What follows belongs to an exercise in optimizing a design on an open flow for small area and a short achievable clock period; a production flow would make more cautious choices.
Power is estimated from default activity; no workload was simulated.

==> flow/design.v (excerpt) <==
module multiplier (
    input clk,
    input rst,
    input start,
    input [31:0] A,
    input [31:0] B,
    input [7:0] Physical_address_in,
    input [31:0] PC_in,
    output [63:0] Product,
    output reg done,
    output reg [7:0] Physical_address_out,
    output reg [31:0] PC_out
);
  reg r0_0;
  reg r0_1;
  reg r1_0;
  reg r2_0;
  reg r2_1;
  reg r3_0;
  reg r3_1;
  reg r4_0;
  reg r4_1;
  reg r5_0;
  reg r5_1;
  reg r6_0;
  reg r6_1;
  reg r7_0;
  reg r7_1;
  reg r8_0;
  reg r8_1;
  reg r9_0;
  reg r9_1;
  reg r10_0;
  reg r10_1;
  reg r11_0;
  reg r11_1;
  reg r12_0;
  reg r12_1;
  reg r13_0;
  reg r13_1;
  reg r14_0;
  reg r14_1;
  reg r15_0;
  reg r15_1;
  reg r16_0;
  reg r16_1;
  reg r17_0;
  reg r17_1;
  reg r18_0;
  reg r18_1;
  reg r19_0;
  reg r19_1;
  reg r20_0;
  reg r20_1;
  reg r21_0;
  reg r21_1;
  reg r22_0;
  reg r22_1;
  reg r23_0;
  reg r23_1;
  reg r24_0;
  reg r24_1;
  reg r25_0;
  reg r25_1;
  reg r26_0;
  reg r26_1;
  reg r27_0;
  reg r27_1;
  reg r28_0;
  reg r28_1;
  reg r29_0;
  reg r29_1;
  reg r30_0;
  reg r30_1;
  reg r31_0;
  reg r31_1;
  reg r32_0;
  reg r32_1;
  reg r33_0;
  reg r33_1;
  reg r34_0;
  reg r34_1;
  reg r35_0;
  reg r35_1;
  reg r36_0;
  reg r36_1;
  reg r37_0;
  reg r37_1;
  reg r38_0;
  reg r38_1;
  reg r39_0;
  reg r39_1;
  reg r40_0;
  reg r40_1;
  reg r41_0;
  reg r41_1;
  reg r42_0;
  reg r42_1;
  reg r43_0;
  reg r43_1;
  reg r44_0;
  reg r44_1;
  reg r45_0;
  reg r45_1;
  reg r46_0;
  reg r46_1;
  reg r47_0;
  reg r47_1;
  reg r48_0;
  reg r48_1;
  reg r49_0;
  reg r49_1;
  reg r50_0;
  reg r50_1;
  reg r51_0;
  reg r51_1;
  reg r52_0;
  reg r52_1;
  reg r53_0;
  reg r53_1;
  reg r54_0;
  reg r54_1;
  reg r55_0;
  reg r55_1;
  reg r56_0;
  reg r56_1;
  reg r57_0;
  reg r57_1;
  reg r58_0;
  reg r58_1;
  reg r59_0;
  reg r59_1;
  reg r60_0;
  reg r60_1;
  reg r61_0;
  reg r61_1;
  reg r62_0;
  reg r62_1;
  reg r63_0;
  reg r63_1;
  wire sgn0;
  BSGN u_bsgn0 (.x2(B[1]), .x1(B[0]), .x0(1'b0), .y(sgn0));
  wire one0_0, two0_0;
  ...
Size: about 210 I/O pins.
clock: 5.0 ns
lec_check: 0
cap_margin: 20
core_margin: 2
core_utilization: 40
setup_slack_margin: 0.6
slew_margin: 20
synth_hierarchical: 1
synth_minimum_keep_size: 0
standard.sh (not shown) runs the stock make flow with config.mk's settings and CLKGATE_MAP_FILE= SYNTH_SCRIPT=/design/flow/synth_recipe.tcl, a recipe that flattens the netlist after the stock synthesis.
==> flow/flow/run.sh <==
#!/bin/bash
# Layout flow: the standard ORFS flow (standard.sh) with extra ORFS
# settings read from flow/knobs.txt (one VAR=value per line; @FLOW@ stands
# for this flow folder). Its output goes to standard.log.
set -euo pipefail
flowdir="$(pwd)/flow"
knobs=()
while IFS= read -r line; do
  [[ -z "$line" || "$line" == \#* ]] && continue
  knobs+=("${line//@FLOW@/$flowdir}")
done < flow/knobs.txt
bash standard.sh "${knobs[@]}" finish > standard.log 2>&1
==> flow/flow/downsize.tcl <==
# Start the layout from the smallest drive strength of every logic cell that
# synthesis sized up; the flow's timing repair then sizes up what needs it.
set n 0
foreach inst [[ord::get_db_block] getInsts] {
  set m [[$inst getMaster] getName]
  if {![regexp {^(sky130_fd_sc_hd__[a-z0-9]+)_([0-9]+)$} $m -> base size]} { continue }
  if {$size <= 1} { continue }
  if {[string match "*df*" $base] || [string match "*conb*" $base] || [string match "*clk*" $base]} { continue }
  set small [get_lib_cells -quiet ${base}_1]
  if {$small == ""} { continue }
  replace_cell [$inst getName] $small
  incr n
}
puts "downsize: $n cells set to drive strength 1"
==> flow/flow/knobs.txt <==
BUFFER_PORTS_ARGS=-buffer_cell sky130_fd_sc_hd__buf_1
PRE_FLOORPLAN_TCL=@FLOW@/downsize.tcl
The first run finished with timing, DRC and antenna clean.
Rerun with:
--- a/flow/config.mk
+++ b/flow/config.mk
@@ -10,3 +10,3 @@
 export CORE_UTILIZATION = 40
-export SETUP_SLACK_MARGIN = 0.6
+export SETUP_SLACK_MARGIN = 0.9
 export SLEW_MARGIN = 20
Effect: Setup slack is better by 0.18 ns; non-clock buffer count went up by 49; sequential power went up by a few percent; wire length went up by a few percent; synthesized cell count stays the same; design area went up by a few percent; via count went up by a few percent; utilization went up by 2.9 points.
Rerun with:
--- a/flow/config.mk
+++ b/flow/config.mk
@@ -10,3 +10,3 @@
 export CORE_UTILIZATION = 40
-export SETUP_SLACK_MARGIN = 0.9
+export SETUP_SLACK_MARGIN = 0.3
 export SLEW_MARGIN = 20
After rerunning:
- The changed run went through all stages and came out clean
- critical path depth falls by 2
- synthesized cell count does not change
- sequential power falls by about 5%
- core utilization falls by 3.3 points
- setup slack loses 0.47 ns
- hold slack gains 0.016 ns
Rerun with:
--- a/flow/config.mk
+++ b/flow/config.mk
@@ -10,3 +10,3 @@
 export CORE_UTILIZATION = 40
-export SETUP_SLACK_MARGIN = 0.3
+export SETUP_SLACK_MARGIN = 0.45
 export SLEW_MARGIN = 20
Effect: The new run produced a clean layout; wire length hardly moves; power is about the same; clock power barely changes; utilization hardly moves.
No functional check of the RTL was part of any run of this note.

separate check: timing with driven ports:
The flow's constraints put no driver on any port. The routed layouts listed below were extracted and timed again, unchanged, in two steps.
Step 1, drivers: a clkbuf_16 drives clk and a buf_2 each remaining input, both assumed.
Step 2 adds t to the input delays and takes it off the output delays; t is the mean of the earliest and latest rising clock arrival at the registers after step 1. Input paths then give back, and output paths get back, about the clock's delay inside the block.
Slacks: ideal / step 1 / step 2; pairs: ideal / step 1.
run | shift t [ns] | slack for setup (ns) | clock arrival spread, ns | worst slew at a driven data input, ns
the first run | 0.495 | 0.684 / 0.681 / 0.186 | 0.027 / 0.028 | 0.18
the second run | 0.501 | 0.867 / 0.875 / 0.374 | 0.026 / 0.026 | 0.12
the third run | 0.487 | 0.400 / 0.352 / 0.037 | 0.022 / 0.022 | 0.15
the fourth run | 0.487 | 0.501 / 0.515 / 0.028 | 0.021 / 0.021 | 0.14
After both steps setup and hold are still met in every run listed. The setup slack of the first run, which loses most, moves by -0.003 ns with the drivers and by -0.498 ns with both steps.
